What follows belongs to an exercise in optimizing a design on an open flow for small area, a short achievable clock period and few clock cycles per item; a production flow would make more cautious choices.
Where RTL was checked, it was by simulation tests only, not by an equivalence proof against the original.
Power figures rest on the tool's default switching activity, not on a simulated workload.

==> flow/design.v <==
module Processor(clk , rst , imem_addr , imem_data , IR , Loaded , Stored , Out , valid) ;
	input clk ;
	input rst ;
	input [15:0] imem_data ;
	output [15:0] imem_addr ;
	output reg valid ;
	output reg [15:0] Out , Stored , Loaded ;
	output reg [15:0] IR ;
	localparam [255:0] RINIT = {
		16'h1984, 16'h3994, 16'h0CDE, 16'h1CBA, 16'h0102, 16'h1A32, 16'h0414, 16'h22DA,
		16'h1C86, 16'h22E0, 16'h0001, 16'h1C3A, 16'h00AA, 16'h0030, 16'h0020, 16'h0010 } ;
	localparam [255:0] MINIT = {
		16'h1984, 16'h0000, 16'h0CDE, 16'h0000, 16'h0102, 16'h1A32, 16'h0000, 16'h22DA,
		16'h0000, 16'h0000, 16'h0000, 16'h1C3A, 16'h00AA, 16'h0000, 16'h0020, 16'h0001 } ;
	reg [15:0] pc ;
	assign imem_addr = pc ;
	reg [255:0] rf ;    
	reg [255:0] dm ;    
	reg rst_q ;
	reg [15:0] IRd ;
	reg [3:0] d_rb ;      
	reg d_sub ;
	reg vd ;
	always @(posedge clk) begin
		IRd <= imem_data ;
		d_rb <= (imem_data[15:12] == 4'd6) ? imem_data[11:8] : imem_data[3:0] ;
		d_sub <= (imem_data[15:12] == 4'd1) ;
		rst_q <= rst ;
		if (rst) begin
			pc <= 16'd0 ;
			vd <= 1'b0 ;
		end else begin
			pc <= pc + 16'd1 ;
			vd <= 1'b1 ;
		end
	end
	wire [3:0] d_op  = IRd[15:12] ;
	wire [3:0] d_rs1 = IRd[7:4] ;
	wire d_and   = (d_op == 4'd2) ;
	wire d_or    = (d_op == 4'd3) ;
	wire d_xor   = (d_op == 4'd4) ;
	wire d_load  = (d_op == 4'd5) ;
	wire d_store = (d_op == 4'd6) ;
	wire d_sum   = !(d_and || d_or || d_xor || d_load || d_store) ;
	reg [15:0] A , Bx ;   
	reg [15:0] IRe ;
	reg ve ;
	reg c_sub , c_and , c_or , c_xor , c_ld , c_st , c_sum ;
	reg ww ;              
	reg [3:0] wrd ;
	wire [15:0] res ;     
	reg [15:0] Am ;       
	reg [15:0] wen ;      
	wire e_wr = ve && !c_st ;    
	wire fwa = e_wr && (IRe[11:8] == d_rs1) ;
	wire fwb = e_wr && (IRe[11:8] == d_rb) ;
	wire [15:0] rfa = (ww && wrd == d_rs1) ? Out : rf[{d_rs1, 4'b0} +: 16] ;
	wire [15:0] rfb = (ww && wrd == d_rb) ? Out : rf[{d_rb, 4'b0} +: 16] ;
	wire [15:0] opb = fwb ? res : rfb ;
	always @(posedge clk) begin
		A <= fwa ? res : rfa ;
		Am <= 16'd1 << (fwa ? res[3:0] : rfa[3:0]) ;
		wen <= {16{rst}} | ({16{e_wr}} & (16'd1 << IRe[11:8])) ;
		Bx <= d_sub ? ~opb : opb ;
		IRe <= IRd ;
		c_sub <= d_sub ;
		c_and <= d_and ;
		c_or <= d_or ;
		c_xor <= d_xor ;
		c_sum <= d_sum ;
		c_ld <= d_load && vd && !rst ;
		c_st <= d_store && vd && !rst ;
		ve <= vd && !rst ;
	end
	wire [16:0] sum = {A, 1'b1} + {Bx, c_sub} ;    
	reg [15:0] mrd ;
	integer k ;
	always @* begin
		mrd = 16'd0 ;
		for (k = 0 ; k < 16 ; k = k + 1) mrd = mrd | ({16{Am[k]}} & dm[16*k +: 16]) ;
	end
	assign res = ({16{c_sum}} & sum[16:1]) | ({16{c_and}} & (A & Bx)) | ({16{c_or}} & (A | Bx)) |
	             ({16{c_xor}} & (A ^ Bx)) | ({16{c_ld}} & mrd) | ({16{c_st}} & Bx) ;
	wire [15:0] rf_wd_0 = Out & {16{~rst_q}} ;    
	wire [15:0] rf_wd_1 = Out | {16{rst_q}} ;     
	wire [15:0] dm_wd_0 = Bx & {16{~rst_q}} ;
	wire [15:0] dm_wd_1 = Bx | {16{rst_q}} ;
	genvar gi , gj ;
	generate
		for (gi = 0 ; gi < 16 ; gi = gi + 1) begin : row
			wire rf_en = wen[gi] ;
			wire dm_en = rst_q | (c_st && Am[gi]) ;
			for (gj = 0 ; gj < 16 ; gj = gj + 1) begin : col
				always @(posedge clk) begin
					if (rf_en) rf[16*gi + gj] <= RINIT[16*gi + gj] ? rf_wd_1[gj] : rf_wd_0[gj] ;
					if (dm_en) dm[16*gi + gj] <= MINIT[16*gi + gj] ? dm_wd_1[gj] : dm_wd_0[gj] ;
				end
			end
		end
	endgenerate
	always @(posedge clk) begin
		if (rst) begin
			valid <= 1'b0 ;
			ww <= 1'b0 ;
		end else begin
			valid <= ve ;
			ww <= e_wr ;
		end
		if (rst_q) begin
			Loaded <= 16'd0 ;
			Stored <= 16'd0 ;
		end else begin
			if (c_ld) Loaded <= mrd ;
			if (c_st) Stored <= Bx ;
		end
		wrd <= IRe[11:8] ;
		IR <= IRe ;
		Out <= res ;
	end
endmodule
clock: 6.0 ns
lec_check: 0
cap_margin: 20
core_margin: 2
core_utilization: 65
cts_cluster_diameter: 70
cts_cluster_size: 20
setup_slack_margin: 3.7
slew_margin: 20
run.sh (not shown) runs the stock make flow with config.mk's settings and CLKGATE_MAP_FILE= SYNTH_SCRIPT=/design/flow/synth_recipe.tcl, a recipe that flattens the netlist after the stock synthesis.
Testbench counts at the start, summed over its fixed seeds: cycles 3,216, instrs 3,200.
Edit:
--- a/flow/design.v
+++ b/flow/design.v
@@ -19,13 +19,16 @@
 	reg rst_q ;
 	reg [15:0] IRd ;
 	reg [3:0] d_rb ;      
 	reg d_sub ;
+	reg [15:0] ra_oh , rb_oh ;    
 	reg vd ;
 	always @(posedge clk) begin
 		IRd <= imem_data ;
 		d_rb <= (imem_data[15:12] == 4'd6) ? imem_data[11:8] : imem_data[3:0] ;
 		d_sub <= (imem_data[15:12] == 4'd1) ;
+		ra_oh <= 16'd1 << imem_data[7:4] ;
+		rb_oh <= 16'd1 << ((imem_data[15:12] == 4'd6) ? imem_data[11:8] : imem_data[3:0]) ;
 		rst_q <= rst ;
 		if (rst) begin
 			pc <= 16'd0 ;
 			vd <= 1'b0 ;
@@ -42,27 +45,46 @@
 	wire d_load  = (d_op == 4'd5) ;
 	wire d_store = (d_op == 4'd6) ;
 	wire d_sum   = !(d_and || d_or || d_xor || d_load || d_store) ;
 	reg [15:0] A , Bx ;   
+	reg [15:0] As , Bs ;  
+	reg sa , sb ;         
 	reg [15:0] IRe ;
 	reg ve ;
 	reg c_sub , c_and , c_or , c_xor , c_ld , c_st , c_sum ;
 	reg ww ;              
 	reg [3:0] wrd ;
 	wire [15:0] res ;     
+	wire [15:0] rest ;    
+	wire [15:0] a , b ;   
+	wire [16:0] sum ;
 	reg [15:0] Am ;       
 	reg [15:0] wen ;      
 	wire e_wr = ve && !c_st ;    
 	wire fwa = e_wr && (IRe[11:8] == d_rs1) ;
 	wire fwb = e_wr && (IRe[11:8] == d_rb) ;
-	wire [15:0] rfa = (ww && wrd == d_rs1) ? Out : rf[{d_rs1, 4'b0} +: 16] ;
-	wire [15:0] rfb = (ww && wrd == d_rb) ? Out : rf[{d_rb, 4'b0} +: 16] ;
-	wire [15:0] opb = fwb ? res : rfb ;
+	reg [15:0] rda , rdb ;
+	integer k ;
+	always @* begin
+		rda = 16'd0 ;
+		rdb = 16'd0 ;
+		for (k = 0 ; k < 16 ; k = k + 1) begin
+			rda = rda | ({16{ra_oh[k]}} & rf[16*k +: 16]) ;
+			rdb = rdb | ({16{rb_oh[k]}} & rf[16*k +: 16]) ;
+		end
+	end
+	wire [15:0] rfa = (ww && wrd == d_rs1) ? Out : rda ;
+	wire [15:0] rfb = (ww && wrd == d_rb) ? Out : rdb ;
+	wire [15:0] opb = fwb ? rest : rfb ;
 	always @(posedge clk) begin
-		A <= fwa ? res : rfa ;
+		A <= fwa ? rest : rfa ;
+		As <= sum[16:1] ;
+		sa <= fwa && c_sum ;
+		Bs <= sum[16:1] ^ {16{d_sub}} ;
+		sb <= fwb && c_sum ;
 		Am <= 16'd1 << (fwa ? res[3:0] : rfa[3:0]) ;
 		wen <= {16{rst}} | ({16{e_wr}} & (16'd1 << IRe[11:8])) ;
-		Bx <= d_sub ? ~opb : opb ;
+		Bx <= opb ^ {16{d_sub}} ;
 		IRe <= IRd ;
 		c_sub <= d_sub ;
 		c_and <= d_and ;
 		c_or <= d_or ;
@@ -71,21 +93,24 @@
 		c_ld <= d_load && vd && !rst ;
 		c_st <= d_store && vd && !rst ;
 		ve <= vd && !rst ;
 	end
-	wire [16:0] sum = {A, 1'b1} + {Bx, c_sub} ;    
+	assign a = sa ? As : A ;
+	assign b = sb ? Bs : Bx ;
+	assign sum = {a, 1'b1} + {b, c_sub} ;    
 	reg [15:0] mrd ;
-	integer k ;
+	integer m ;
 	always @* begin
 		mrd = 16'd0 ;
-		for (k = 0 ; k < 16 ; k = k + 1) mrd = mrd | ({16{Am[k]}} & dm[16*k +: 16]) ;
+		for (m = 0 ; m < 16 ; m = m + 1) mrd = mrd | ({16{Am[m]}} & dm[16*m +: 16]) ;
 	end
-	assign res = ({16{c_sum}} & sum[16:1]) | ({16{c_and}} & (A & Bx)) | ({16{c_or}} & (A | Bx)) |
-	             ({16{c_xor}} & (A ^ Bx)) | ({16{c_ld}} & mrd) | ({16{c_st}} & Bx) ;
+	assign rest = ({16{c_and}} & (a & b)) | ({16{c_or}} & (a | b)) |
+	              ({16{c_xor}} & (a ^ b)) | ({16{c_ld}} & mrd) | ({16{c_st}} & b) ;
+	assign res = c_sum ? sum[16:1] : rest ;
 	wire [15:0] rf_wd_0 = Out & {16{~rst_q}} ;    
 	wire [15:0] rf_wd_1 = Out | {16{rst_q}} ;     
-	wire [15:0] dm_wd_0 = Bx & {16{~rst_q}} ;
-	wire [15:0] dm_wd_1 = Bx | {16{rst_q}} ;
+	wire [15:0] dm_wd_0 = b & {16{~rst_q}} ;
+	wire [15:0] dm_wd_1 = b | {16{rst_q}} ;
 	genvar gi , gj ;
 	generate
 		for (gi = 0 ; gi < 16 ; gi = gi + 1) begin : row
 			wire rf_en = wen[gi] ;
@@ -110,9 +135,9 @@
 			Loaded <= 16'd0 ;
 			Stored <= 16'd0 ;
 		end else begin
 			if (c_ld) Loaded <= mrd ;
-			if (c_st) Stored <= Bx ;
+			if (c_st) Stored <= b ;
 		end
 		wrd <= IRe[11:8] ;
 		IR <= IRe ;
 		Out <= res ;
Outcome: The new run finished with timing, DRC and antenna clean. Maximum frequency falls by 8.9%. Design area rose by 5.5%. Power grows by 6.7%. Synthesized area came out higher by about 4.5%. Combinational power falls by about 1%. Worst setup slack gets worse by 250 ps. Via count goes up by 19%. Core utilization went up by 1.4 points. Wire length climbs by 27%. Synthesized cell count increases by 17%. Global-route usage rises by 7.0 points.
The RTL of the second run of this note was laid out without a check of its function.

-- port drivers added, routing unchanged --
The flow's constraints put no driver on any port. The routed layouts listed below were extracted and timed again, unchanged, in two steps.
Step 1: set_driving_cell puts a clkbuf_16 on clk and a buf_2 on each other input, an assumption about the parent block.
Step 2 adds t to the input delays and takes it off the output delays; t is the mean of the earliest and latest rising clock arrival at the registers after step 1. Input paths then give back, and output paths get back, about the clock's delay inside the block.
Three values: ideal ports, drivers, drivers and shift; two values: the first two.
| run | shift t [ns] | setup WS [ns] | worst hold slack (ns) | worst setup path after step 2 | worst register clock-pin slew, ns |
|---|---|---|---|---|---|
| the first run | 0.659 | 3.451 / 3.414 / 3.148 | 0.311 / 0.311 / 0.311 | input to register | 0.09 / 0.09 |
| the second run | 0.660 | 3.201 / 3.201 / 3.061 | 0.324 / 0.324 / 0.324 | input to register | 0.09 / 0.09 |
After both steps setup and hold are still met in every run listed. For the first run, which loses most, drivers alone change the setup slack by -0.037 ns; drivers and shift together by -0.303 ns.
